From an optimization exercise on the open Yosys and OpenROAD flow, aimed at small area, a short achievable clock period and few clock cycles; shortcuts taken in it are not production practice.
Function was checked by simulation only, so behaviour that the tests miss may differ from the original.
Power and IR drop assume default switching activity.

==> flow/design.v <==
function tp_(input [1:0] t); tp_ = t[0] & !t[1]; endfunction
function tn_(input [1:0] t); tn_ = t[1]; endfunction
function tz_(input [1:0] t); tz_ = !t[0]; endfunction
function [3:0] tfa(input [1:0] a, input [1:0] b, input cp, input ge);
	reg w2, w1, w0, wm1, wm2, c1, c0, cm, sp, sn, cpo, geo;
	begin
		w2 = tp_(a) & tp_(b);
		wm2 = tn_(a) & tn_(b);
		w1 = (tp_(a) & tz_(b)) | (tz_(a) & tp_(b));
		wm1 = (tn_(a) & tz_(b)) | (tz_(a) & tn_(b));
		w0 = !(w2 | wm2 | w1 | wm1);
		c1 = cp;
		c0 = ge & !cp;
		cm = !ge;
		sp = (w1 & c0) | (w0 & c1) | (w2 & cm) | (wm2 & c0) | (wm1 & cm);
		sn = (wm1 & c0) | (w0 & cm) | (wm2 & c1) | (w2 & c0) | (w1 & c1);
		cpo = (w2 & ge) | (w1 & cp);
		geo = !((wm2 & !cp) | (wm1 & !ge));
		tfa = {cpo, geo, sn, sp | sn};
	end
endfunction
`timescale 1ps / 1ps
`default_nettype none
module trisign #(parameter N = 9) (
	input wire [N-1:0] p,
	input wire [N-1:0] n,
	output reg pos,
	output reg neg
);
integer i;
always @* begin
	pos = 0;
	neg = 0;
	for (i = 0; i < N; i = i + 1) begin
		if (p[i] | n[i]) begin
			pos = p[i];
			neg = n[i];
		end
	end
end
endmodule
`timescale 1ps / 1ps
`default_nettype none
module trimuldiv (
	input wire clk,
	input wire rst,
	input wire mul_start,
	input wire div_start,
	input wire [17:0] lhs,
	input wire [17:0] rhs,
	output wire mul_done,
	output wire [17:0] mul_res,
	output wire signed [1:0] mul_sf,
	output wire div_done,
	output wire div_by0,
	output wire [17:0] div_quo,
	output wire signed [1:0] div_quo_sf,
	output wire [17:0] div_rem,
	output wire signed [1:0] div_rem_sf
);
function tp_(input [1:0] t); tp_ = t[0] & !t[1]; endfunction
function tn_(input [1:0] t); tn_ = t[1]; endfunction
function tz_(input [1:0] t); tz_ = !t[0]; endfunction
function [3:0] tfa(input [1:0] a, input [1:0] b, input cp, input ge);
	reg w2, w1, w0, wm1, wm2, c1, c0, cm, sp, sn, cpo, geo;
	begin
		w2 = tp_(a) & tp_(b);
		wm2 = tn_(a) & tn_(b);
		w1 = (tp_(a) & tz_(b)) | (tz_(a) & tp_(b));
		wm1 = (tn_(a) & tz_(b)) | (tz_(a) & tn_(b));
		w0 = !(w2 | wm2 | w1 | wm1);
		c1 = cp;
		c0 = ge & !cp;
		cm = !ge;
		sp = (w1 & c0) | (w0 & c1) | (w2 & cm) | (wm2 & c0) | (wm1 & cm);
		sn = (wm1 & c0) | (w0 & cm) | (wm2 & c1) | (w2 & c0) | (w1 & c1);
		cpo = (w2 & ge) | (w1 & cp);
		geo = !((wm2 & !cp) | (wm1 & !ge));
		tfa = {cpo, geo, sn, sp | sn};
	end
endfunction
integer i;
reg [17:0] R;
reg [17:0] Q;
reg [17:0] D;
reg [3:0] cnt;
reg busy;
reg isdiv;
reg dm, dd;
reg dz;
reg [1:0] S;	 
reg ng;		 
reg [1:0] QS;	 
reg [1:0] MS;	 
wire [1:0] qtop = Q[17:16];
wire tp = isdiv & tp_(qtop);
wire tn = isdiv & tn_(qtop);
wire [17:0] R1 = {R[15:0], tn, tp | tn};
wire [17:0] Q1 = {Q[15:0], 2'b00};
wire s_pos = tp_(S);
wire s_neg = tn_(S);
reg [8:0] dp, dn, q1p, q1n;
always @* begin
	for (i = 0; i < 9; i = i + 1) begin
		dp[i] = tp_(D[2*i+:2]);
		dn[i] = tn_(D[2*i+:2]);
		q1p[i] = tp_(Q1[2*i+:2]);
		q1n[i] = tn_(Q1[2*i+:2]);
	end
end
wire d_pos, d_neg;
trisign sgn_d(.p(dp), .n(dn), .pos(d_pos), .neg(d_neg));
wire q1_pos, q1_neg;
trisign sgn_q1(.p(q1p), .n(q1n), .pos(q1_pos), .neg(q1_neg));
reg [17:0] N;
always @* begin
	for (i = 0; i < 9; i = i + 1)
		N[2*i+:2] = {D[2*i+1] ^ (ng & D[2*i]), D[2*i]};
end
reg [17:0] L;
reg cp, ge;
reg [3:0] fa;
always @* begin
	cp = 0;
	ge = 1;
	for (i = 0; i < 9; i = i + 1) begin
		fa = tfa(R1[2*i+:2], N[2*i+:2], cp, ge);
		L[2*i+:2] = fa[1:0];
		cp = fa[3];
		ge = fa[2];
	end
end
reg [8:0] lp, ln, wp, wn;
always @* begin
	for (i = 0; i < 9; i = i + 1) begin
		lp[i] = tp_(L[2*i+:2]);
		ln[i] = tn_(L[2*i+:2]);
		wp[i] = (tp_(R1[2*i+:2]) & !ln[i]) | (lp[i] & !tn_(R1[2*i+:2]));
		wn[i] = (tn_(R1[2*i+:2]) & !lp[i]) | (ln[i] & !tp_(R1[2*i+:2]));
	end
end
wire l_pos, l_neg, w_pos, w_neg;
trisign sgn_l(.p(lp), .n(ln), .pos(l_pos), .neg(l_neg));
trisign sgn_w(.p(wp), .n(wn), .pos(w_pos), .neg(w_neg));
wire w_zero = !w_pos && !w_neg;
wire choose_div = (w_pos && s_pos) || (w_neg && s_neg)
	|| (w_zero && ((q1_pos && s_pos) || (q1_neg && s_neg)));
wire choose = isdiv ? choose_div : qtop[0];
wire qt_nz = isdiv && choose_div;
wire [1:0] qtrit = {qt_nz & !ng, qt_nz};
wire [17:0] R_next = choose ? L : R1;
wire [17:0] Q_next = {Q[15:0], qtrit};
wire tx = isdiv && cnt != 0;
wire txp = tx & tp_(Q[15:14]);
wire txn = tx & tn_(Q[15:14]);
wire sa_pos = l_pos | (!l_neg & txp);	 
wire sa_neg = l_neg | (!l_pos & txn);
wire sb_pos = s_pos | (!s_neg & txp);	 
wire sb_neg = s_neg | (!s_pos & txn);
wire sn_pos = choose ? sa_pos : sb_pos;
wire sn_neg = choose ? sa_neg : sb_neg;
wire ng_a = sa_pos ^ d_neg;
wire ng_b = sb_pos ^ d_neg;
wire ng_next = isdiv ? (choose_div ? ng_a : ng_b) : Q[15];
reg [8:0] rp_in, rn_in;
always @* begin
	for (i = 0; i < 9; i = i + 1) begin
		rp_in[i] = tp_(rhs[2*i+:2]);
		rn_in[i] = tn_(rhs[2*i+:2]);
	end
end
wire rhs_pos, rhs_neg;
trisign sgn_rhs(.p(rp_in), .n(rn_in), .pos(rhs_pos), .neg(rhs_neg));
wire ng_start = lhs[17] ^ (div_start & !rhs_neg);
wire start = mul_start | div_start;
always @(posedge clk) begin
	if (busy) begin
		R <= R_next;
		Q <= Q_next;
		S <= {sn_neg, sn_pos | sn_neg};
		ng <= ng_next;
		if (!QS[0])
			QS <= qtrit;
		if (!MS[0])
			MS <= {(tp_(qtop) & d_neg) | (tn_(qtop) & d_pos),
				(tp_(qtop) & d_pos) | (tn_(qtop) & d_neg) | (tp_(qtop) & d_neg) | (tn_(qtop) & d_pos)};
		cnt <= cnt - 1;
	end else begin
		R <= 0;
		Q <= lhs;
		D <= rhs;
		S <= lhs[17:16];
		ng <= ng_start;
		QS <= 0;
		MS <= 0;
		isdiv <= div_start;
		cnt <= 8;
	end
	dz <= !(|D);
	if (rst) begin
		busy <= 0;
		dm <= 0;
		dd <= 0;
	end else begin
		busy <= busy ? (cnt != 0) : start;
		dm <= busy && cnt == 0 && !isdiv;
		dd <= busy && cnt == 0 && isdiv;
	end
end
assign mul_done = dm;
assign mul_res = R;
assign mul_sf = MS;
assign div_done = dd;
assign div_by0 = dz;
assign div_quo = Q;
assign div_rem = R;
assign div_quo_sf = QS;
assign div_rem_sf = S;
endmodule
==> flow/flow/run.sh <==
#!/bin/bash
# Standard layout, but with a small buffer cell on every port.
set -euo pipefail
export BUFFER_PORTS_ARGS="-buffer_cell sky130_fd_sc_hd__buf_1"
bash standard.sh > standard.log 2>&1
==> flow/standard.sh <==
#!/bin/bash
# synth_recipe.tcl (not shown) runs the flow's synth.tcl, then flattens the netlist and writes it again
# the make line also repeats each setting of config.mk as NAME=value (left out here)
make -C /OpenROAD-flow-scripts/flow DESIGN_CONFIG=/design/flow/config.mk WORK_HOME=/design/flow/orfs CLKGATE_MAP_FILE= SYNTH_SCRIPT=/design/flow/synth_recipe.tcl "${@:-finish}"
==> flow/config.mk <==
export PLATFORM = sky130hd
export DESIGN_NAME = trimuldiv
export DESIGN_NICKNAME = trimuldiv
export VERILOG_FILES = /design/flow/design.v
export SDC_FILE = /design/flow/constraint.sdc
export NUM_CORES = 4
export LEC_CHECK = 0
export ABC_AREA = 1
export CAP_MARGIN = 20
export CORE_MARGIN = 2
export CORE_UTILIZATION = 40
export SLEW_MARGIN = 20
==> flow/constraint.sdc <==
create_clock -name core_clock -period 17.0 [get_ports {clk}]
set_input_delay 3.4000 -clock core_clock [delete_from_list [all_inputs] [get_ports {clk}]]
set_output_delay 3.4000 -clock core_clock [all_outputs]
set_load 0.01 [all_outputs]
==> results of run 1 <==
[state kept, by name (all words and copies together) (netlist names), 2 cells and up]
| name | count |
|---|---|
| cnt | 4 |
| S | 2 |
| R | 18 |
| D | 18 |
| MS | 2 |
| Q | 18 |
| QS | 2 |
[metrics by stage]
stage	setup WS (ns)	util (%)	hold WS, ns
floorplan	12.45	-	0.393
global placement	12.00	43.5	0.401
detailed placement	11.97	43.5	0.402
CTS	12.32	46.2	0.411
global route	12.07	46.2	0.429
finish	12.36	46.2	0.410
[power breakdown]
| group | internal, mW | switching, mW |
|---|---|---|
| registers | 0.211 | 0.0503 |
| logic | 0.196 | 0.422 |
| clock network | 0.118 | 0.0792 |
[layout make-up]
cell class              count  share of cell area [%]
clock inverters             4                   0.609
clock buffers              12                    5.22
flip-flops and latches     70                    29.8
multi-input cells         528                    46.7
inverters                 100                    7.05
repair buffers            103                    7.30
well taps                 143                    3.35
[metal layers]
layer	track usage [%]	vias to the layer above	share of wire, %	routed length (um)
li1	-	2514	-	-
met1	26.9	2195	46	5880
met2	33.8	147	47	6010
met3	4.20	13	6.2	793
met4	7.40	0	1.5	195
met5	0	-	0	0
[worst reg2reg max path: cells and delay by family (launching register included)]
| family | cells | cell delay [ns] |
|---|---|---|
| compound gates | 3 | 0.50 |
| buf+inv | 2 | 0.32 |
| flops | 1 | 0.70 |
| simple gates | 23 | 2.75 |
[cell usage in the layout (no fill, tap or decap), types with 2 or more instances in the layout]
| cell | n |
|---|---|
| edfxtp_1 | 19 |
| nor3_1 | 6 |
| o21ai_1 | 13 |
| nor4_1 | 2 |
| o21bai_1 | 6 |
| dfxtp_1 | 51 |
| buf_1 | 102 |
| a21oi_1 | 39 |
| o21ai_2 | 2 |
| nand3_1 | 75 |
| inv_1 | 93 |
| nor2_4 | 2 |
| inv_2 | 5 |
| a31oi_1 | 5 |
| clkbuf_16 | 11 |
| a21boi_0 | 4 |
| nor2_1 | 70 |
| nand2_2 | 30 |
| nand2_4 | 2 |
| or2_2 | 2 |
| xor2_1 | 4 |
| inv_6 | 2 |
| nand3_2 | 2 |
| o21ai_0 | 50 |
| o22ai_1 | 9 |
| nand2_1 | 194 |
[logic make-up after synthesis]
| group | count (synthesis) |
|---|---|
| adders and majority gates | 1 |
| buffers and inverters | 145 |
| and+or+nand+nor | 388 |
| DFF | 70 |
| xor gates and xnor gates | 4 |
| AOI/OAI and AO/OA | 135 |
[synth_stat cells (2+ instances only)]
cell      count  share of area, %
a21boi_0      4              0.63
a21oi_1      39               4.1
a31oi_1       5              0.65
buf_4        35               5.5
buf_6         3              0.71
clkbuf_1      5              0.39
dfxtp_1      51                21
edfxtp_1     19                12
inv_1        94               7.4
inv_2         4              0.31
nand2_1     194                15
nand2_2      30               3.9
nand2_4       2              0.47
nand3_1      75               7.8
nand3_2       2              0.42
nor2_1       70               5.5
nor2_4        2              0.47
nor3_1        6              0.63
nor4_1        2              0.26
o21ai_0      50               5.2
o21ai_1      13               1.4
o21ai_2       2              0.37
o21bai_1      6              0.94
o22ai_1       9               1.2
or2_2         2              0.26
xor2_1        4              0.73
[worst max-delay path by stage]
stage / startpoint / to / slack, ns / cells past startpoint
2_1_floorplan: rhs[1] / ng / 12.45 / 13
3_3_place_gp: rhs[1] / ng / 12.00 / 14
3_5_place_dp: rhs[1] / ng / 11.97 / 14
4_1_cts: rhs[1] / ng / 12.32 / 14
5_1_grt: ng / R[8] / 12.07 / 30
6_report: rhs[1] / ng / 12.36 / 14
==> results.json, run 1 <==
{
  "synth-edff-count": 19,
  "crit_path_max_incr_delay_ns": 0.20,
  "cts_root_buf": "clkbuf_16",
  "die_height_um": 113,
  "avgSynthCellArea_um2": 6.44,
  "ys_ff_latch": 70,
  "synth_compound_area_share_pct": 15.8,
  "worstHoldStart": "cnt[0]",
  "final_nets": 853,
  "min_to": "cnt[0]",
  "cts.sinks": 70,
  "wl_per_cell_um": 13.4,
  "fin_worst_skew_ns": 0.00707,
  "cts_tree": "done",
  "dp.cells": 944,
  "vias": 4869,
  "reg2reg_depth": 28,
  "synth_simple_gate_area_share_pct": 35.4,
  "core_um2": 11600,
  "io_buffers": 102,
  "synthesis.area_um2": 4790,
  "synth_fp_nets": 784,
  "relSlewSlack_pct": 29.6,
  "place_hpwl_um": 9900,
  "antenna_cells": 0,
  "via_per_inst": 5.07,
  "num_rows": 39,
  "nFillCells": 1191,
  "crit_path_top_delay_cell": "o21bai_1",
  "critPathArrivalTime_ns": 4.88,
  "grt.overflow.total": 0,
  "rsz0062_at_grt": "no",
  "max_cap_violations": 0,
  "rrSetupSlack_ns": 12.63,
  "power_density_nw_per_um2": 201,
  "p_leak_nw": 2.56,
  "crit_required_ns": 17.24,
  "post-route-drc-count": 0,
  "place_congestion": 0.943,
  "fin_area_um2": 5350,
  "die_w_um": 113,
  "layout-drive-gt1-share_pct": 7.71,
  "synthXorXnorAreaFrac_pct": 0.732,
  "synth_top_family_by_area": "simple AND/OR/NAND/NOR gates",
  "cp_num_buf_inv": 2,
  "hp-class": "flop to flop",
  "critPathLaunchType": "input port",
  "fp.dieArea_um2": 12900,
  "fmax_mhz": 216,
  "hold_violations": 0,
  "pin_count": 103,
  "cts_max_level": 3,
  "worst_slew_pin_slew_ns": 1.05,
  "yosys-mux-area-fraction_pct": 0,
  "cpLargestDelayFamily": "compound AO/OA/AOI/OAI gates",
  "cts_setup_buffers": 0,
  "wirelength_um": 12900,
  "antenna_found_initial": 0,
  "cp_cell_sequence": "buf_1 -> inv_1 -> o21bai_1 -> a21oi_1 -> o21bai_1 -> a21oi_1 -> o21bai_1 -> a21oi_1 -> nor2_1 -> nor2_1 -> o211ai_1 -> a21oi_1 -> o21ai_0 -> nand2_1",
  "synth-seq-area-share_pct": 33.2,
  "status": "complete, no violations",
  "ys_types": 41,
  "r2r-start": "ng",
  "placed_cell_area_um2": 5030,
  "grt_pass1_vias": 4580,
  "multi_input_area_um2": 2500,
  "path_clk_slew_ns": 0.06,
  "first_pass_iters": 5,
  "synthAdderAreaFrac_pct": 0.261,
  "ant_nets": 0,
  "critPathKind": "input port to flop",
  "cts_buffers": 9,
  "postCtsResizedCells": 0,
  "finalPower_mw": 1.08,
  "slew_violations": 0,
  "cts_buffer_depth": 2,
  "crit_path_end_kind": "flop",
  "grt_max_degree": 59,
  "ctsHoldBuffers": 0,
  "initial_core_util_pct": 41.4,
  "critPathMaxFanout": 2,
  "setup_viol": 0,
  "grt_first_pass_wirelength_um": 21200,
  "fin_cells": 960,
  "drtIter0Drc": 367,
  "track_usage_pct": 20.6,
  "min_path_cells": 1,
  "syn2layout_area_growth_pct": 11.6,
  "ff_latch_area_um2": 1590,
  "period_needed_ns": 4.64,
  "clk_latency_ns": 0.35,
  "setup_tns_ns": 0,
  "synthCells": 743,
  "synth_flop_cell": "dfxtp_1",
  "async_reset_ff_share_pct": 0,
  "vdd_ir_drop_max_mv": 0.0794,
  "r2r_end": "R[2]",
  "yosysWarnings": 2,
  "path_common_cell": "a21oi_1",
  "fin_crit_sh_pct": 27.3
}
Testbench counts, summed over its fixed seeds: cycles 35,200.
==> run 2: changes to the inputs <==
--- a/flow/design.v
+++ b/flow/design.v
@@ -25,18 +25,20 @@
 	input wire [N-1:0] p,
 	input wire [N-1:0] n,
-	output reg pos,
-	output reg neg
+	output wire pos,
+	output wire neg
 );
-integer i;
-always @* begin
-	pos = 0;
-	neg = 0;
-	for (i = 0; i < N; i = i + 1) begin
-		if (p[i] | n[i]) begin
-			pos = p[i];
-			neg = n[i];
-		end
-	end
-end
+generate
+	if (N == 1) begin : leaf
+		assign pos = p[0];
+		assign neg = n[0];
+	end else begin : node
+		localparam NL = N / 2;
+		wire lp, ln, hp, hn;
+		trisign #(.N(NL)) lo(.p(p[NL-1:0]), .n(n[NL-1:0]), .pos(lp), .neg(ln));
+		trisign #(.N(N-NL)) hi(.p(p[N-1:NL]), .n(n[N-1:NL]), .pos(hp), .neg(hn));
+		assign pos = hp | (!hn & lp);
+		assign neg = hn | (!hp & ln);
+	end
+endgenerate
 endmodule
 `timescale 1ps / 1ps
@@ -88,5 +90,6 @@
 reg isdiv;
 reg dm, dd;
-reg dz;
+reg dz;		 
+reg dneg;	 
 reg [1:0] S;	 
 reg ng;		 
@@ -100,15 +103,13 @@
 wire s_pos = tp_(S);
 wire s_neg = tn_(S);
-reg [8:0] dp, dn, q1p, q1n;
-always @* begin
-	for (i = 0; i < 9; i = i + 1) begin
-		dp[i] = tp_(D[2*i+:2]);
-		dn[i] = tn_(D[2*i+:2]);
+reg [8:0] q1p, q1n;
+always @* begin
+	for (i = 0; i < 9; i = i + 1) begin
 		q1p[i] = tp_(Q1[2*i+:2]);
 		q1n[i] = tn_(Q1[2*i+:2]);
 	end
 end
-wire d_pos, d_neg;
-trisign sgn_d(.p(dp), .n(dn), .pos(d_pos), .neg(d_neg));
+wire d_neg = dneg;
+wire d_pos = !dneg & !dz;
 wire q1_pos, q1_neg;
 trisign sgn_q1(.p(q1p), .n(q1n), .pos(q1_pos), .neg(q1_neg));
@@ -190,4 +191,6 @@
 		Q <= lhs;
 		D <= rhs;
+		dz <= !rhs_pos & !rhs_neg;
+		dneg <= rhs_neg;
 		S <= lhs[17:16];
 		ng <= ng_start;
@@ -197,5 +200,4 @@
 		cnt <= 8;
 	end
-	dz <= !(|D);
 	if (rst) begin
 		busy <= 0;
==> results.json, run 2 <==
{
  "status": "complete, no violations",
  "setup_viol": 0,
  "grt_max_degree": 49,
  "setup_tns_ns": 0,
  "hold_violations": 0,
  "synth-seq-area-share_pct": 32.1,
  "grt_pass1_vias": 4082,
  "grt_first_pass_wirelength_um": 19700,
  "ctsHoldBuffers": 0,
  "critPathKind": "input port to flop",
  "critPathArrivalTime_ns": 4.72,
  "p_leak_nw": 2.62,
  "final_nets": 826,
  "yosysWarnings": 1,
  "cts.sinks": 71,
  "postLayoutCoreUtil_pct": 44.8,
  "place_congestion": 0.841,
  "cts_tree": "done",
  "synth-edff-count": 21,
  "layout-drive-gt1-share_pct": 15.2,
  "syn2layout_area_growth_pct": 10.2,
  "cp_num_buf_inv": 2,
  "grt.overflow.total": 0,
  "crit_required_ns": 17.24,
  "path_clk_slew_ns": 0.06,
  "final_common_cell": "nand2_1",
  "max_cap_violations": 0,
  "postCtsResizedCells": 0,
  "vias": 4598,
  "fin_worst_skew_ns": 0.0111,
  "crit_path_top_delay_cell": "or2_2",
  "critPathMaxFanout": 3,
  "fp.dieArea_um2": 13600,
  "synth_fp_nets": 756,
  "crit_path_end_kind": "flop",
  "wirelength_um": 12500,
  "clk_latency_ns": 0.35,
  "slew_violations": 0,
  "relSlewSlack_pct": 58.3,
  "core_um2": 12500,
  "wl_per_cell_um": 12.9,
  "synthCells": 715,
  "yosys.area.top_type": "dfxtp_1",
  "crit_path_max_incr_delay_ns": 0.30,
  "rrSetupSlack_ns": 12.57,
  "synth_flop_cell": "dfxtp_1",
  "vdd_ir_drop_max_mv": 0.0598,
  "dp.cells": 946,
  "min_to": "cnt[0]",
  "die_height_um": 117,
  "ant_nets": 0,
  "hp-class": "flop to flop",
  "cts_buffer_depth": 2,
  "cp_cell_sequence": "buf_1 -> inv_1 -> nand2_1 -> nand2_1 -> or2_2 -> nor3_1 -> nand3_1 -> nand3_1 -> a21oi_1 -> o21ai_0 -> nand2_1",
  "min_path_cells": 1,
  "cts_max_level": 3,
  "worstHoldStart": "cnt[0]",
  "r2r-start": "ng",
  "critPathLaunchType": "input port",
  "path_common_cell": "nand2_1",
  "mostFrequentLayoutCells": "158 x nand2_1, 102 x buf_1, 98 x inv_1",
  "cts_setup_buffers": 0,
  "initial_core_util_pct": 40.7,
  "via_per_inst": 4.78,
  "yosys.cell_count.top_type": "nand2_1",
  "reg.largest.list": "D x18, Q x18, R x18",
  "netlist_top_cells_area": "dfxtp_1 20%, edfxtp_1 12%, nand2_1 12%",
  "fin_cells": 962,
  "yosysTopAreaCellShare_pct": 19.7,
  "die_w_um": 117,
  "reg2reg_depth": 41,
  "antenna_cells": 0,
  "synthesis.area_um2": 5090,
  "post-route-drc-count": 0,
  "fin_crit_sh_pct": 26.3,
  "io_buffers": 102,
  "worst_slew_pin_slew_ns": 0.625,
  "fmax_mhz": 224,
  "ys_ff_latch": 71,
  "cpLargestDelayFamily": "simple AND/OR/NAND/NOR gates",
  "place_hpwl_um": 9590,
  "synth_common_cells": "158 x nand2_1, 99 x inv_1, 69 x nor2_1",
  "cts_buffers": 9,
  "cts_root_buf": "clkbuf_16",
  "ys_types": 49,
  "rsz0062_at_grt": "no",
  "r2r_end": "R[16]",
  "avgSynthCellArea_um2": 7.12,
  "track_usage_pct": 18.7,
  "async_reset_ff_share_pct": 0,
  "pin_count": 103,
  "period_needed_ns": 4.47,
  "num_rows": 41,
  "antenna_found_initial": 0,
  "power_density_nw_per_um2": 199,
  "drtIter0Drc": 224,
  "first_pass_iters": 4
}
-- run 2: cell count changes after synthesis, sizes merged, moves of 7 or more --
cell   delta
nand2    -23
nand3    -26
o22ai     +9
a21oi     -7
inv      +12
o21ai     -9
-- run 2: cell families (layout without fill, tap and decap cells) --
logic type / count (synthesis) / count (layout) / synth area share [%]
and+or+nand+nor: 350 / 350 / 35.4
buffers and inverters: 156 / 231 / 15.4
AOI/OAI and AO/OA: 133 / 133 / 16.1
DFF: 71 / 71 / 32.1
xor gates and xnor gates: 4 / 4 / 0.836
adders and majority gates: 1 / 1 / 0.246
-- run 2: worst max-delay path by stage --
stage            start  endpoint  cells after the start
6_report       rhs[17]        ng                     11
5_1_grt             ng     R[16]                     41
4_1_cts        rhs[17]        ng                     11
3_5_place_dp   rhs[17]        ng                     11
3_3_place_gp   rhs[17]        ng                     11
2_1_floorplan  rhs[17]        ng                     10
-- run 2: stage by stage --
stage	cell area [um^2]	setup WS, ns	total power, mW	hold slack (ns)
after floorplan	5090	12.53	0.831	0.393
after global placement	5340	12.23	0.941	0.401
after detailed placement	5340	12.16	0.944	0.404
after CTS	5610	12.53	1.12	0.419
after global routing	5610	12.09	1.23	0.454
final	5610	12.53	1.12	0.415
-- run 2: per-layer routing --
metal  track usage (%)  part of all wire [%]
met1              25.1                    48
met2              30.6                    47
met3              3.45                   3.6
met4              6.12                   1.5
met5                 0                     0
-- run 2: power by group --
| group | switching, mW | internal (mW) |
|---|---|---|
| sequential | 0.0494 | 0.213 |
| clock | 0.0719 | 0.103 |
| combinational | 0.456 | 0.225 |
-- run 2: area by class of cell --
type | count | area (um^2)
Inverter | 111 | 418
Multi-Input combinational cell | 488 | 2680
Sequential cell | 71 | 1630
Tap cell | 172 | 215
Fill cell | 1353 | 6910
Clock inverter | 3 | 17.5
Clock buffer | 13 | 250
Timing Repair Buffer | 104 | 398
Testbench counts of run 2, summed over its fixed seeds: cycles 35,200.
==> run 3: changes to the inputs <==
--- a/flow/design.v
+++ b/flow/design.v
@@ -152,7 +152,10 @@
 wire [17:0] R_next = choose ? L : R1;
 wire [17:0] Q_next = {Q[15:0], qtrit};
-wire tx = isdiv && cnt != 0;
-wire txp = tx & tp_(Q[15:14]);
-wire txn = tx & tn_(Q[15:14]);
+wire skip = !S[0] && !Q[16] && !Q[14] && cnt != 0;
+wire last = cnt == 0 || (skip && cnt == 1);
+wire [1:0] t_next = skip ? Q[13:12] : Q[15:14];
+wire tx = isdiv && !last;
+wire txp = tx & tp_(t_next);
+wire txn = tx & tn_(t_next);
 wire sa_pos = l_pos | (!l_neg & txp);	 
 wire sa_neg = l_neg | (!l_pos & txn);
@@ -163,5 +166,5 @@
 wire ng_a = sa_pos ^ d_neg;
 wire ng_b = sb_pos ^ d_neg;
-wire ng_next = isdiv ? (choose_div ? ng_a : ng_b) : Q[15];
+wire ng_next = isdiv ? (choose_div ? ng_a : ng_b) : t_next[1];
 reg [8:0] rp_in, rn_in;
 always @* begin
@@ -178,5 +181,5 @@
 	if (busy) begin
 		R <= R_next;
-		Q <= Q_next;
+		Q <= skip ? {Q[13:0], 4'b0} : Q_next;
 		S <= {sn_neg, sn_pos | sn_neg};
 		ng <= ng_next;
@@ -186,5 +189,5 @@
 			MS <= {(tp_(qtop) & d_neg) | (tn_(qtop) & d_pos),
 				(tp_(qtop) & d_pos) | (tn_(qtop) & d_neg) | (tp_(qtop) & d_neg) | (tn_(qtop) & d_pos)};
-		cnt <= cnt - 1;
+		cnt <= cnt - (skip ? 4'd2 : 4'd1);
 	end else begin
 		R <= 0;
@@ -193,5 +196,5 @@
 		dz <= !rhs_pos & !rhs_neg;
 		dneg <= rhs_neg;
-		S <= lhs[17:16];
+		S <= div_start ? lhs[17:16] : 2'b00;
 		ng <= ng_start;
 		QS <= 0;
@@ -205,7 +208,7 @@
 		dd <= 0;
 	end else begin
-		busy <= busy ? (cnt != 0) : start;
-		dm <= busy && cnt == 0 && !isdiv;
-		dd <= busy && cnt == 0 && isdiv;
+		busy <= busy ? !last : start;
+		dm <= busy && last && !isdiv;
+		dd <= busy && last && isdiv;
 	end
 end
--- a/flow/config.mk
+++ b/flow/config.mk
@@ -9,4 +9,4 @@
 export CAP_MARGIN = 20
 export CORE_MARGIN = 2
-export CORE_UTILIZATION = 40
+export CORE_UTILIZATION = 65
 export SLEW_MARGIN = 20
==> results.json, run 3 <==
{
  "multi_input_area_um2": 2610,
  "clockPowerShare_pct": 11.1,
  "die_height_um": 91.8,
  "yosys.cell_count.top_type": "nand2_1",
  "postLayoutCoreUtil_pct": 70.8,
  "crit_path_end_kind": "flop",
  "grt_max_degree": 64,
  "nFillCells": 662,
  "grt_first_pass_wirelength_um": 20600,
  "whs_ns": 0.486,
  "pwr-share-seq_pct": 23.9,
  "yosys.area.top_type": "dfxtp_1",
  "post-route-drc-count": 0,
  "final_common_cell": "nand2_1",
  "path_clk_slew_ns": 0.08,
  "ff_latch_area_um2": 1630,
  "cts.sinks": 71,
  "synth-edff-count": 21,
  "clk_latency_ns": 0.35,
  "ys_types": 47,
  "net-switching-power_uw": 646,
  "initial_core_util_pct": 65.8,
  "cts_setup_buffers": 0,
  "relSlewSlack_pct": 49.9,
  "mostFrequentLayoutCells": "153 x nand2_1, 102 x buf_1, 101 x inv_1",
  "avgSynthCellArea_um2": 6.71,
  "setup_viol": 0,
  "crit_required_ns": 17.24,
  "wl_per_cell_um": 13.4,
  "critPathKind": "flop to flop",
  "swShare_pct": 54.6,
  "postCtsResizedCells": 0,
  "fp.dieArea_um2": 8420,
  "antenna_cells": 0,
  "yosysWarnings": 1,
  "synth_common_cells": "153 x nand2_1, 101 x inv_1, 80 x nor2_1",
  "fmax_mhz": 215,
  "critPathArrivalTime_ns": 4.88,
  "vdd_ir_drop_max_mv": 0.0952,
  "via_per_inst": 5.44,
  "hp-class": "flop to flop",
  "async_reset_ff_share_pct": 0,
  "vias": 5006,
  "path_common_cell": "nand2_2",
  "wirelength_um": 12400,
  "synth_flop_cell": "dfxtp_1",
  "cts_root_buf": "clkbuf_8",
  "crit_path_max_incr_delay_ns": 0.81,
  "yosysTopAreaCellShare_pct": 20.0,
  "critPathMaxFanout": 27,
  "dp.cells": 904,
  "cts_max_level": 3,
  "reg.largest.list": "D x18, Q x18, R x18",
  "first_pass_iters": 5,
  "fin_crit_sh_pct": 27.3,
  "io_buffers": 102,
  "p_leak_nw": 2.50,
  "hold_violations": 0,
  "synth_fp_nets": 789,
  "worst_slew_pin_slew_ns": 0.751,
  "grtUsageMet3_pct": 3.20,
  "pin_count": 103,
  "power_density_nw_per_um2": 220,
  "synthesis.area_um2": 5010,
  "period_needed_ns": 4.64,
  "drtIter0Drc": 358,
  "fin_worst_skew_ns": 0.00853,
  "place_hpwl_um": 9200,
  "final_nets": 856,
  "internal_power_uw": 536,
  "rsz0062_at_grt": "no",
  "worst_slack_ns": 12.36,
  "cts_buffer_depth": 2,
  "grt.overflow.total": 0,
  "antenna_found_initial": 0,
  "met1_usage_pct": 38.4,
  "synthCells": 746,
  "setup_tns_ns": 0,
  "crit_path_top_delay_cell": "dfxtp_1",
  "combPwrFrac_pct": 65.0,
  "max_cap_violations": 0,
  "critPathLaunchType": "flop",
  "status": "complete, no violations",
  "syn2layout_area_growth_pct": 7.49,
  "ctsHoldBuffers": 0,
  "cts_buffers": 9,
  "track_usage_pct": 29.9,
  "grt_busiest_layer": "met2",
  "ys_ff_latch": 71,
  "netlist_top_cells_area": "dfxtp_1 20%, edfxtp_1 13%, nand2_1 11%",
  "num_rows": 32,
  "ant_nets": 0,
  "cts_tree": "done",
  "pre_cts_ws_ns": 12.04,
  "met2_usage_pct": 52.1,
  "fin_cells": 920,
  "slew_violations": 0,
  "place_congestion": 0.914,
  "grt_pass1_vias": 4638,
  "die_w_um": 91.8,
  "core_um2": 7610,
  "layout-drive-gt1-share_pct": 11.4,
  "synth-seq-area-share_pct": 32.6
}
run 3: cell count changes after synthesis, sizes merged, moves of 3 or more:
cell | previous run | this run
a21oi | 32 | 61
nand2 | 203 | 192
nor2 | 77 | 86
clkbuf | 3 | 7
o21ai | 57 | 53
o31ai | 0 | 4
o211ai | 1 | 4
run 3: worst paths after layout:
kind,startpoint,to,slack (ns),depth (start not counted)
hold / removal,Q[1],Q[5],0.49,2
setup reg to reg,ng,R[12],12.36,35
hold reg to reg,Q[1],Q[5],0.49,2
setup / recovery,ng,R[12],12.36,35
run 3: cell type report:
type                            count  share of cell area, %
Sequential cell                    71                   30.3
Clock buffer                       10                   2.77
Tap cell                          102                   2.37
Clock inverter                      6                  0.720
Multi-Input combinational cell    512                   48.4
Inverter                          115                   8.06
Timing Repair Buffer              104                   7.39
run 3: routing by layer:
layer  routed length (um)  share of wire (%)
met1                 5440                 44
met2                 5990                 48
met3                  687                5.6
met4                  246                2.0
met5                    0                  0
run 3: stage by stage:
stage | power (mW) | instance area, um^2
after floorplan | 0.911 | 5010
after global placement | 1.01 | 5200
after detailed placement | 1.04 | 5200
after global routing | 1.30 | 5380
final | 1.18 | 5380
after CTS | 1.17 | 5380
run 3: cells by family (layout without fill, tap and decap cells):
| logic type | after synthesis | in the layout | synth area share [%] |
|---|---|---|---|
| and+or+nand+nor | 343 | 343 | 31.3 |
| DFF | 71 | 71 | 32.6 |
| adders and majority gates | 3 | 3 | 0.899 |
| AOI/OAI and AO/OA | 160 | 160 | 18.6 |
| xor gates and xnor gates | 6 | 6 | 1.20 |
| buffers and inverters | 163 | 235 | 15.4 |
run 3: worst max-delay path: cells and delay by family (launching register included):
kind	cells	cell delay, ns
AOI/OAI and AO/OA	1	0.08
buffers and inverters	5	0.44
DFF	1	0.81
and+or+nand+nor	29	3.17
run 3: power groups by stage:
stage / clock (mW) / sequential (mW) / combinational (mW)
4_1_cts: 0.132 / 0.280 / 0.760
6_report: 0.131 / 0.282 / 0.769
3_5_place_dp: 0 / 0.284 / 0.754
5_1_grt: 0.140 / 0.290 / 0.869
2_1_floorplan: 0 / 0.279 / 0.632
3_3_place_gp: 0 / 0.282 / 0.731
Testbench counts of run 3, summed over its fixed seeds: cycles 32,955.
==> run 4: changes to the inputs <==
--- a/flow/config.mk
+++ b/flow/config.mk
@@ -9,4 +9,4 @@
 export CAP_MARGIN = 20
 export CORE_MARGIN = 2
-export CORE_UTILIZATION = 65
+export CORE_UTILIZATION = 40
 export SLEW_MARGIN = 20
==> results.json, run 4 <==
{
  "status": "complete, no violations",
  "multi_input_area_um2": 2610,
  "ys_ff_latch": 71,
  "cts_max_level": 3,
  "reg.largest.list": "D x18, Q x18, R x18",
  "critPathArrivalTime_ns": 4.91,
  "critPathMaxFanout": 27,
  "antenna_cells": 0,
  "fp.dieArea_um2": 13400,
  "path_clk_slew_ns": 0.06,
  "cts_buffer_depth": 2,
  "worstHoldStart": "QS[1]",
  "mostFrequentLayoutCells": "153 x nand2_1, 102 x buf_1, 101 x inv_1",
  "reg2reg_depth": 35,
  "die_height_um": 116,
  "vdd_ir_drop_max_mv": 0.0854,
  "yosysWarnings": 1,
  "synth_fp_nets": 789,
  "min_to": "QS[1]",
  "yosys.area.top_type": "dfxtp_1",
  "nFillCells": 1281,
  "fmax_mhz": 213,
  "synth_flop_cell": "dfxtp_1",
  "max_cap_violations": 0,
  "fin_crit_sh_pct": 27.7,
  "ctsHoldBuffers": 0,
  "track_usage_pct": 20.1,
  "synth_common_cells": "153 x nand2_1, 101 x inv_1, 80 x nor2_1",
  "crit_required_ns": 17.21,
  "vias": 4909,
  "rrSetupSlack_ns": 12.30,
  "cts_setup_buffers": 0,
  "min_path_cells": 2,
  "grt.overflow.total": 0,
  "final_nets": 856,
  "synth-seq-area-share_pct": 32.6,
  "critPathKind": "flop to flop",
  "io_buffers": 102,
  "cts.sinks": 71,
  "setup_viol": 0,
  "ff_latch_area_um2": 1630,
  "net-switching-power_uw": 642,
  "hp-class": "flop to flop",
  "slew_violations": 0,
  "postCtsResizedCells": 0,
  "grt_max_degree": 39,
  "pre_cts_ws_ns": 12.02,
  "rsz0062_at_grt": "no",
  "drtIter0Drc": 372,
  "clk_latency_ns": 0.33,
  "crit_path_end_kind": "flop",
  "syn2layout_area_growth_pct": 10.9,
  "r2r-start": "ng",
  "place_hpwl_um": 10100,
  "worst_slack_ns": 12.30,
  "fin_cells": 986,
  "wl_per_cell_um": 13.2,
  "layout-drive-gt1-share_pct": 11.0,
  "async_reset_ff_share_pct": 0,
  "combPwrFrac_pct": 62.3,
  "synthCells": 746,
  "synthesis.area_um2": 5010,
  "critPathLaunchType": "flop",
  "cts_root_buf": "clkbuf_16",
  "final_common_cell": "nand2_1",
  "power_density_nw_per_um2": 220,
  "synth-edff-count": 21,
  "yosysTopAreaCellShare_pct": 20.0,
  "die_w_um": 116,
  "ant_nets": 0,
  "yosys.cell_count.top_type": "nand2_1",
  "internal_power_uw": 582,
  "path_common_cell": "nand2_2",
  "num_rows": 40,
  "pwr-share-seq_pct": 23.3,
  "place_congestion": 0.884,
  "worst_slew_pin_slew_ns": 0.784,
  "fin_worst_skew_ns": 0.00876,
  "core_um2": 12100,
  "r2r_end": "R[12]",
  "swShare_pct": 52.4,
  "crit_path_top_delay_cell": "dfxtp_1",
  "grt_pass1_vias": 4544,
  "period_needed_ns": 4.70,
  "crit_path_max_incr_delay_ns": 0.83,
  "relSlewSlack_pct": 47.7,
  "wirelength_um": 13100,
  "avgSynthCellArea_um2": 6.71,
  "clockPowerShare_pct": 14.4,
  "first_pass_iters": 5,
  "setup_tns_ns": 0,
  "whs_ns": 0.482,
  "grt_first_pass_wirelength_um": 21500,
  "via_per_inst": 4.98,
  "pin_count": 103,
  "initial_core_util_pct": 41.4,
  "p_leak_nw": 2.54,
  "cts_tree": "done",
  "post-route-drc-count": 0,
  "hold_violations": 0,
  "ys_types": 47,
  "netlist_top_cells_area": "dfxtp_1 20%, edfxtp_1 13%, nand2_1 11%",
  "cts_buffers": 9,
  "antenna_found_initial": 0,
  "dp.cells": 970
}
[run 4: cell counts after synthesis]
No cell type changed its count.
[run 4: how the worst max path moves through the flow]
stage | start | end | slack, ns | cells after the start
finish | ng | R[12] | 12.30 | 35
global route | ng | R[12] | 11.62 | 35
CTS | ng | R[12] | 12.27 | 35
detailed placement | rhs[17] | ng | 12.02 | 12
global placement | rhs[17] | ng | 12.13 | 12
floorplan | rhs[17] | ng | 12.41 | 11
[run 4: logic make-up after synthesis]
logic type	after synthesis	share of synthesized area [%]
adders and majority gates	3	0.899
buffers and inverters	163	15.4
xor gates and xnor gates	6	1.20
AOI/OAI and AO/OA	160	18.6
and+or+nand+nor	343	31.3
DFF	71	32.6
[run 4: power groups by stage]
stage	sequential, mW	combinational, mW	clock, mW
after floorplan	0.279	0.632	0
after detailed placement	0.289	0.758	0
after global routing	0.293	0.881	0.190
after CTS	0.285	0.764	0.180
after global placement	0.287	0.742	0
final	0.285	0.762	0.176
[run 4: final cells by class]
type	count	area share [%]
Multi-Input combinational cell	512	46.9
Sequential cell	71	29.4
Inverter	115	7.81
Timing Repair Buffer	104	7.16
Clock buffer	13	4.71
Tap cell	168	3.78
Clock inverter	3	0.293
[run 4: stage by stage]
| step | util [%] | total power, mW | area (um^2) |
|---|---|---|---|
| after floorplan | - | 0.911 | 5010 |
| after global placement | 43.6 | 1.03 | 5280 |
| after detailed placement | 43.6 | 1.05 | 5280 |
| after CTS | 45.9 | 1.23 | 5560 |
| after global routing | 45.9 | 1.36 | 5560 |
| final | 45.9 | 1.22 | 5560 |
[run 4: per-layer routing]
metal  up-vias  global-route usage, %  share of wire, %
met2       132                   33.1                48
met5         -                      0                 0
met1      2237                   26.7                45
met3        20                   3.35               4.9
li1       2520                      -                 -
met4         0                   7.06               1.9
[run 4: critical path, delay by kind of cell (launching register included)]
kind,cells,cell delay [ns]
and+or+nand+nor,30,3.23
buffers and inverters,4,0.41
DFF,1,0.83
AOI/OAI and AO/OA,1,0.08
==> run 5: changes to the inputs <==
==> flow/flow/run.sh (replaced) <==
#!/bin/bash
# Standard layout with a small buffer on every port; the timing repairs aim
# for extra setup slack.
set -euo pipefail
export BUFFER_PORTS_ARGS="-buffer_cell sky130_fd_sc_hd__buf_1"
export SETUP_SLACK_MARGIN=12.8
bash standard.sh > standard.log 2>&1
==> results.json, run 5 <==
{
  "fin_crit_sh_pct": 25.6,
  "period_needed_ns": 4.35,
  "cts_buffer_depth": 2,
  "crit_required_ns": 13.60,
  "path_clk_slew_ns": 0.06,
  "num_rows": 40,
  "clk_latency_ns": 0.34,
  "clockPowerShare_pct": 12.1,
  "synthCells": 746,
  "worstSetupStartpoint": "dz",
  "grt.overflow.total": 0,
  "whs_ns": 0.486,
  "synth-seq-area-share_pct": 32.6,
  "critPathMaxFanout": 2,
  "setup_tns_ns": 0,
  "yosysWarnings": 1,
  "p_leak_nw": 3.42,
  "place_congestion": 0.856,
  "grt_first_pass_wirelength_um": 23300,
  "mostFrequentLayoutCells": "127 x nand2_1, 95 x inv_1, 72 x nor2_1",
  "crit_path_max_incr_delay_ns": 0.45,
  "core_um2": 12100,
  "swShare_pct": 49.5,
  "async_reset_ff_share_pct": 0,
  "die_w_um": 116,
  "drtIter0Drc": 539,
  "max_cap_violations": 0,
  "fin_worst_skew_ns": 0.00949,
  "critPathArrivalTime_ns": 0.95,
  "post-route-drc-count": 0,
  "place_hpwl_um": 10100,
  "slew_violations": 0,
  "yosys.cell_count.top_type": "nand2_1",
  "status": "complete, no violations",
  "setup_viol": 0,
  "cp_cell_sequence": "buf_1",
  "synthesis.area_um2": 5010,
  "layout-drive-gt1-share_pct": 39.4,
  "initial_core_util_pct": 41.4,
  "ys_types": 47,
  "worst_slew_pin_slew_ns": 0.624,
  "vias": 5395,
  "synth_fp_nets": 789,
  "final_common_cell": "nand2_1",
  "fmax_mhz": 230,
  "wirelength_um": 15700,
  "nFillCells": 1119,
  "netlist_top_cells_area": "dfxtp_1 20%, edfxtp_1 13%, nand2_1 11%",
  "final_nets": 924,
  "ant_nets": 0,
  "avgSynthCellArea_um2": 6.71,
  "wl_per_cell_um": 14.9,
  "cts_max_level": 3,
  "crit_path_end_kind": "output pin",
  "cts_tree": "done",
  "synth_common_cells": "153 x nand2_1, 101 x inv_1, 80 x nor2_1",
  "yosys.area.top_type": "dfxtp_1",
  "fp.dieArea_um2": 13400,
  "pwr-share-seq_pct": 17.7,
  "yosysTopAreaCellShare_pct": 20.0,
  "synth-edff-count": 21,
  "cts.sinks": 71,
  "combPwrFrac_pct": 70.2,
  "io_buffers": 102,
  "vdd_ir_drop_max_mv": 0.105,
  "finalPower_mw": 1.65,
  "critPathKind": "flop to output pin",
  "cts_buffers": 9,
  "internal_power_uw": 833,
  "grt_max_degree": 39,
  "reg.largest.list": "D x18, Q x18, R x18",
  "antenna_found_initial": 0,
  "grt_pass1_vias": 4924,
  "synth_flop_cell": "dfxtp_1",
  "rsz0062_at_grt": "yes",
  "cts_root_buf": "clkbuf_16",
  "worstHoldStart": "Q[1]",
  "ys_ff_latch": 71,
  "pin_count": 103,
  "track_usage_pct": 21.9,
  "hp-class": "flop to flop",
  "cp_num_buf_inv": 1,
  "crit_path_top_delay_cell": "edfxtp_1",
  "first_pass_iters": 5,
  "relSlewSlack_pct": 58.3,
  "critPathLaunchType": "flop",
  "antenna_cells": 0,
  "via_per_inst": 5.12,
  "die_height_um": 116,
  "net-switching-power_uw": 817,
  "cpLargestDelayFamily": "flip-flops",
  "syn2layout_area_growth_pct": 45.1,
  "hold_violations": 0,
  "power_density_nw_per_um2": 227,
  "r2r-start": "Q[17]"
}
## run 5: cell counts after synthesis
Identical to the previous run, type by type.
## run 5: cell families (layout without fill, tap and decap cells)
| kind of cell | after synthesis | count (layout) | synth area share (%) |
|---|---|---|---|
| simple gates | 343 | 345 | 31.3 |
| buf+inv | 163 | 301 | 15.4 |
| compound gates | 160 | 160 | 18.6 |
| flops | 71 | 71 | 32.6 |
| xor+xnor | 6 | 6 | 1.20 |
| fa+ha+maj | 3 | 3 | 0.899 |
## run 5: area by class of cell
class,count,area (um^2),share of cell area (%)
Inverter,115,458,6.30
Multi-Input combinational cell,514,3140,43.2
Sequential cell,71,1740,23.9
Clock buffer,12,258,3.55
Timing Repair Buffer,169,1400,19.3
Clock inverter,4,50.0,0.689
Timing Repair inverter,1,8.76,0.121
Tap cell,168,210,2.89
## run 5: worst paths after layout
path | slack, ns | endpoint | cells past startpoint
hold reg to reg | 0.49 | Q[5] | 2
setup reg to reg | 13.02 | R[17] | 40
setup / recovery | 12.65 | div_by0 | 1
hold / removal | 0.49 | Q[5] | 2
## run 5: metrics by stage
step,utilization [%],setup WS (ns),cell area [um^2],std cells
6_report,60.0,12.65,7270,1054
5_1_grt,60.0,12.61,7270,1054
4_1_cts,52.6,12.64,6370,1019
3_5_place_dp,43.8,12.13,5300,970
3_3_place_gp,43.8,12.15,5300,970
2_1_floorplan,-,12.56,5030,746
## run 5: timing repair
action,4_1_cts,5_1_grt
resized for setup,185,150
pin swaps,1,39
cloned,0,3
buffers inserted,33,32
endpoints found under the setup margin,89,86
hold buffers,0,0
## run 5: power by group through the flow
stage	registers [mW]	logic [mW]	clock network, mW
CTS	0.293	0.884	0.201
floorplan	0.279	0.632	0
finish	0.293	1.16	0.199
global placement	0.286	0.743	0
global route	0.299	1.28	0.209
detailed placement	0.289	0.758	0
## run 5: layer usage
metal	vias to the layer above	GRT usage, %	wire (um)
met5	-	0	0
met4	0	9.13	551
met3	44	3.56	876
met2	176	37.7	7740
met1	2495	27.4	6490
li1	2680	-	-
==> run 6: changes to the inputs <==
--- a/flow/flow/run.sh
+++ b/flow/flow/run.sh
@@ -4,4 +4,5 @@
 set -euo pipefail
 export BUFFER_PORTS_ARGS="-buffer_cell sky130_fd_sc_hd__buf_1"
-export SETUP_SLACK_MARGIN=12.8
+export SETUP_SLACK_MARGIN=12.45
+export TNS_END_PERCENT=100
 bash standard.sh > standard.log 2>&1
==> results.json, run 6 <==
{
  "ys_ff_latch": 71,
  "reg.largest.list": "D x18, Q x18, R x18",
  "place_hpwl_um": 10000,
  "pin_count": 103,
  "syn2layout_area_growth_pct": 13.2,
  "ys_types": 47,
  "crit_path_top_delay_cell": "dfxtp_1",
  "cts_buffer_depth": 2,
  "cts_buffers": 9,
  "hold_violations": 0,
  "r2r_end": "R[12]",
  "antenna_found_initial": 0,
  "critPathArrivalTime_ns": 1.03,
  "cp_num_buf_inv": 1,
  "power_density_nw_per_um2": 219,
  "crit_path_max_incr_delay_ns": 0.49,
  "synth_common_cells": "153 x nand2_1, 101 x inv_1, 80 x nor2_1",
  "cts_root_buf": "clkbuf_16",
  "track_usage_pct": 20.1,
  "worstSetupStartpoint": "R[1]",
  "grt_pass1_vias": 4471,
  "synth_fp_nets": 789,
  "clk_latency_ns": 0.34,
  "critPathKind": "flop to output pin",
  "path_clk_slew_ns": 0.06,
  "die_height_um": 116,
  "place_congestion": 0.866,
  "whs_ns": 0.492,
  "async_reset_ff_share_pct": 0,
  "antenna_cells": 0,
  "vdd_ir_drop_max_mv": 0.0875,
  "synth-seq-area-share_pct": 32.6,
  "yosysWarnings": 1,
  "mostFrequentLayoutCells": "151 x nand2_1, 101 x inv_1, 101 x buf_1",
  "worst_slew_pin_slew_ns": 0.614,
  "vias": 4931,
  "grt_max_degree": 51,
  "layout-drive-gt1-share_pct": 13.1,
  "critPathLaunchType": "flop",
  "io_buffers": 102,
  "core_um2": 12100,
  "initial_core_util_pct": 41.4,
  "avgSynthCellArea_um2": 6.71,
  "wirelength_um": 13200,
  "netlist_top_cells_area": "dfxtp_1 20%, edfxtp_1 13%, nand2_1 11%",
  "fin_crit_sh_pct": 26.0,
  "fin_worst_skew_ns": 0.00929,
  "synth_flop_cell": "dfxtp_1",
  "rrSetupSlack_ns": 12.93,
  "wl_per_cell_um": 13.3,
  "hp-class": "flop to flop",
  "cts_max_level": 3,
  "status": "complete, no violations",
  "synthesis.area_um2": 5010,
  "crit_required_ns": 13.60,
  "reg2reg_depth": 39,
  "synthCells": 746,
  "relSlewSlack_pct": 59.0,
  "cp_cell_sequence": "buf_1",
  "min_path_cells": 2,
  "first_pass_iters": 5,
  "fp.dieArea_um2": 13400,
  "crit_path_end_kind": "output pin",
  "post-route-drc-count": 0,
  "ctsHoldBuffers": 0,
  "final_common_cell": "nand2_1",
  "r2r-start": "ng",
  "nFillCells": 1265,
  "period_needed_ns": 4.43,
  "num_rows": 40,
  "setup_viol": 0,
  "cpLargestDelayFamily": "flip-flops",
  "die_w_um": 116,
  "via_per_inst": 4.97,
  "synth-edff-count": 21,
  "max_cap_violations": 0,
  "yosysTopAreaCellShare_pct": 20.0,
  "yosys.cell_count.top_type": "nand2_1",
  "slew_violations": 0,
  "final_nets": 862,
  "grt.overflow.total": 0,
  "drtIter0Drc": 385,
  "fmax_mhz": 226,
  "min_to": "Q[5]",
  "cts_tree": "done",
  "setup_tns_ns": 0,
  "ant_nets": 0,
  "p_leak_nw": 2.59,
  "grt_first_pass_wirelength_um": 21300,
  "yosys.area.top_type": "dfxtp_1",
  "rsz0062_at_grt": "no",
  "critPathMaxFanout": 7,
  "worstHoldStart": "Q[1]",
  "cts.sinks": 71
}
-- run 6: cells by family after synthesis --
logic type | count (synthesis) | synth area share (%)
buffers and inverters | 163 | 15.4
adders and majority gates | 3 | 0.899
and+or+nand+nor | 343 | 31.3
xor gates and xnor gates | 6 | 1.20
AOI/OAI and AO/OA | 160 | 18.6
DFF | 71 | 32.6
-- run 6: metal layers --
metal	wire, um	up-vias	share of wire (%)	global-route usage [%]
li1	-	2542	-	-
met1	5960	2258	45	26.2
met2	6410	117	49	34.3
met3	554	14	4.2	2.25
met4	246	0	1.9	8.02
met5	0	-	0	0
-- run 6: repair_timing --
action,CTS,global route
pin swaps,0,5
endpoints found under the setup margin,12,24
resized for setup,1,15
setup buffers,0,6
gates cloned,0,0
-- run 6: stage by stage --
stage | cell area, um^2 | util, % | setup slack [ns] | instances | total power, mW
2_1_floorplan | 5010 | - | 12.46 | 746 | 0.911
3_5_place_dp | 5280 | 43.6 | 12.09 | 970 | 1.04
6_report | 5670 | 46.8 | 12.57 | 992 | 1.24
3_3_place_gp | 5280 | 43.6 | 12.18 | 970 | 1.03
5_1_grt | 5670 | 46.8 | 12.45 | 992 | 1.37
4_1_cts | 5580 | 46.1 | 12.46 | 986 | 1.23
-- run 6: power by group --
part | internal (mW) | total (mW) | switching (mW) | leakage [nW]
Combinational | 0.255 | 0.771 | 0.516 | 1.82
Clock | 0.112 | 0.184 | 0.0726 | 0.148
Sequential | 0.225 | 0.285 | 0.0595 | 0.625
-- run 6: worst reg2reg max path: cells and delay by family (launching register included) --
family | cells | cell delay [ns]
buf+inv | 7 | 0.44
compound gates | 2 | 0.20
flops | 1 | 0.46
simple gates | 30 | 2.85
-- run 6: how the worst max path moves through the flow --
stage                             to  slack [ns]  cells after the start
after CTS                         ng       12.46                     12
after floorplan                   ng       12.46                     11
after global routing           R[12]       12.45                     41
after detailed placement          ng       12.09                     12
after global placement            ng       12.18                     12
final                     mul_res[1]       12.57                      1
-- run 6: cell type report --
type	count	area (um^2)	area share, %
timing repair buffer	110	450	7.94
multi-input combinational	512	2640	46.6
clock inverter	4	27.5	0.485
sequential	71	1640	28.9
tap	168	210	3.71
clock buffer	12	268	4.72
inverter	115	435	7.68
==> run 7: changes to the inputs <==
==> flow/flow/run.sh (replaced) <==
#!/bin/bash
# Standard layout with a small buffer on every port; the timing repairs aim
# for extra setup slack.
set -euo pipefail
export BUFFER_PORTS_ARGS="-buffer_cell sky130_fd_sc_hd__buf_1"
export SETUP_SLACK_MARGIN=12.7
export TNS_END_PERCENT=0
bash standard.sh > standard.log 2>&1
==> results.json, run 7 <==
{
  "die_w_um": 116,
  "pin_count": 103,
  "hold_violations": 0,
  "synth-edff-count": 21,
  "place_hpwl_um": 10100,
  "final_nets": 867,
  "wl_met3_um": 693,
  "placed_cell_area_um2": 5290,
  "min_path_cells": 2,
  "synthAdderAreaFrac_pct": 0.899,
  "grt_pass1_vias": 4674,
  "r2r-start": "D[0]",
  "synth_top_family_by_area": "simple AND/OR/NAND/NOR gates",
  "hp-class": "flop to flop",
  "finalPower_mw": 1.28,
  "path_clk_slew_ns": 0.06,
  "wl_met2_um": 6620,
  "setup_tns_ns": 0,
  "avgSynthCellArea_um2": 6.71,
  "cp_cell_sequence": "buf_1",
  "antenna_cells": 0,
  "ys_types": 47,
  "grt.overflow.total": 0,
  "cts_buffer_depth": 2,
  "status": "complete, no violations",
  "place_congestion": 0.871,
  "yosys.area.top_type": "dfxtp_1",
  "cts_tree": "done",
  "min_to": "Q[5]",
  "cpLargestDelayFamily": "flip-flops",
  "initial_core_util_pct": 41.4,
  "fin_cells": 997,
  "drtIter0Drc": 418,
  "reg.largest.list": "D x18, Q x18, R x18",
  "num_rows": 40,
  "crit_path_top_delay_cell": "dfxtp_1",
  "crit_path_end_kind": "output pin",
  "crit_path_max_incr_delay_ns": 0.44,
  "yosys.cell_count.top_type": "nand2_1",
  "worst_slack_ns": 12.65,
  "ctsHoldBuffers": 0,
  "critPathMaxFanout": 6,
  "dp.cells": 970,
  "synth_common_cells": "153 x nand2_1, 101 x inv_1, 80 x nor2_1",
  "cts_buffers": 9,
  "wl_met1_um": 6200,
  "fmax_mhz": 230,
  "netlist_top_cells_area": "dfxtp_1 20%, edfxtp_1 13%, nand2_1 11%",
  "worstHoldStart": "Q[1]",
  "wl_per_cell_um": 13.8,
  "synthesis.area_um2": 5010,
  "setup_viol": 0,
  "fp.dieArea_um2": 13400,
  "synth-seq-area-share_pct": 32.6,
  "synth_flop_cell": "dfxtp_1",
  "core_um2": 12100,
  "synth_simple_gate_area_share_pct": 31.3,
  "async_reset_ff_share_pct": 0,
  "post-route-drc-count": 0,
  "postLayoutCoreUtil_pct": 48.0,
  "io_buffers": 102,
  "p_leak_nw": 2.63,
  "rrSetupSlack_ns": 13.04,
  "period_needed_ns": 4.35,
  "relSlewSlack_pct": 59.0,
  "synth_fp_nets": 789,
  "cp_num_buf_inv": 1,
  "track_usage_pct": 20.4,
  "synthXorXnorAreaFrac_pct": 1.20,
  "layout-drive-gt1-share_pct": 15.8,
  "via_per_inst": 5.02,
  "power_density_nw_per_um2": 220,
  "vdd_ir_drop_max_mv": 0.0780,
  "final_common_cell": "nand2_1",
  "worstSetupStartpoint": "R[6]",
  "fin_crit_sh_pct": 25.6,
  "highest_layer": "met4",
  "cts.sinks": 71,
  "critPathLaunchType": "flop",
  "whs_ns": 0.483,
  "yosysWarnings": 1,
  "cts_root_buf": "clkbuf_16",
  "synthCells": 746,
  "wirelength_um": 13700,
  "max_cap_violations": 0,
  "syn2layout_area_growth_pct": 16.1,
  "ys_ff_latch": 71,
  "critPathKind": "flop to output pin",
  "clk_latency_ns": 0.33,
  "critPathArrivalTime_ns": 0.95,
  "cts_max_level": 3,
  "fin_worst_skew_ns": 0.00589,
  "crit_required_ns": 13.60,
  "antenna_found_initial": 0,
  "grt_first_pass_wirelength_um": 21700,
  "mostFrequentLayoutCells": "151 x nand2_1, 101 x buf_1, 100 x inv_1",
  "yosys-mux-area-fraction_pct": 0,
  "rsz0062_at_grt": "yes",
  "worst_slew_pin_slew_ns": 0.613,
  "die_height_um": 116,
  "grt_max_degree": 39,
  "r2r_end": "R[12]",
  "yosysTopAreaCellShare_pct": 20.0,
  "fin_area_um2": 5810,
  "synth_compound_area_share_pct": 18.6,
  "pre_cts_ws_ns": 12.13,
  "first_pass_iters": 5,
  "ant_nets": 0,
  "vias": 5000,
  "reg2reg_depth": 38,
  "slew_violations": 0
}
[run 7: area by class of cell]
cell class / count / area (um^2)
Multi-Input combinational cell: 514 / 2730
Clock inverter: 1 / 5.00
Fill cell: 1289 / 6300
Inverter: 115 / 440
Tap cell: 168 / 210
Clock buffer: 15 / 310
Sequential cell: 71 / 1650
Timing Repair Buffer: 113 / 473
[run 7: tightest hold or removal path, cell delays in order, from the launching register on]
cell     delay (ns)
dfxtp_1        0.32
nand2_1        0.07
a21oi_1        0.05
[run 7: power by group]
part / internal [mW] / leakage (nW) / switching (mW)
Sequential: 0.227 / 0.627 / 0.0578
Combinational: 0.263 / 1.84 / 0.538
Clock: 0.125 / 0.156 / 0.0712
Total: 0.614 / 2.63 / 0.667
[run 7: worst max path at each step]
| stage | end | cells past startpoint |
|---|---|---|
| after global routing | ng | 12 |
| after floorplan | ng | 11 |
| after CTS | ng | 12 |
| after global placement | ng | 12 |
| after detailed placement | ng | 12 |
| final | div_rem[6] | 1 |
[run 7: routing by layer]
metal / up-vias / global-route usage, %
li1: 2547 / -
met1: 2309 / 25.9
met2: 128 / 34.9
met3: 16 / 3.87
met4: 0 / 6.98
met5: - / 0
[run 7: cell families (layout without fill, tap and decap cells)]
kind of cell	Yosys count	in the layout
AND/OR/NAND/NOR	343	345
buffers and inverters	163	244
AO/OA/AOI/OAI	160	160
flip-flops	71	71
XOR/XNOR	6	6
adder cells (fa/ha/maj)	3	3
[run 7: repair_timing]
item | CTS | global route
setup endpoints to repair | 68 | 79
resized for setup | 9 | 29
cloned | 0 | 2
pin swaps | 7 | 6
setup buffers | 3 | 6

-- port drivers added, routing unchanged --
The flow's constraints put no driver on any port. The routed layouts listed below were extracted and timed again, unchanged, in two steps. Step 1: set_driving_cell puts a clkbuf_16 on clk and a buf_2 on each other input, an assumption about the parent block. Step 2 adds t to the input delays and takes it off the output delays; t is the mean of the earliest and latest rising clock arrival at the registers after step 1. Input paths then give back, and output paths get back, about the clock's delay inside the block. Slacks: no drivers / after step 1 / after step 2; pairs: no drivers / after step 1.
run | t (ns) | setup slack, ns | hold WS [ns] | slew at the worst register clock pin (ns)
run 1 | 0.384 | 12.362 / 12.381 / 11.997 | 0.410 / 0.410 / 0.410 | 0.06 / 0.06
run 2 | 0.383 | 12.529 / 12.514 / 12.131 | 0.415 / 0.415 / 0.415 | 0.06 / 0.06
run 3 | 0.381 | 12.355 / 12.355 / 12.049 | 0.486 / 0.486 / 0.486 | 0.08 / 0.08
run 4 | 0.367 | 12.296 / 12.296 / 11.995 | 0.482 / 0.482 / 0.482 | 0.06 / 0.06
run 5 | 0.377 | 12.645 / 12.605 / 12.314 | 0.486 / 0.486 / 0.486 | 0.06 / 0.06
run 6 | 0.369 | 12.574 / 12.536 / 12.201 | 0.492 / 0.492 / 0.492 | 0.06 / 0.06
run 7 | 0.368 | 12.653 / 12.614 / 12.306 | 0.483 / 0.483 / 0.483 | 0.06 / 0.06
After both steps setup and hold are still met in every run listed. The setup slack of run 2, which loses most, moves by -0.015 ns with the drivers and by -0.398 ns with both steps.
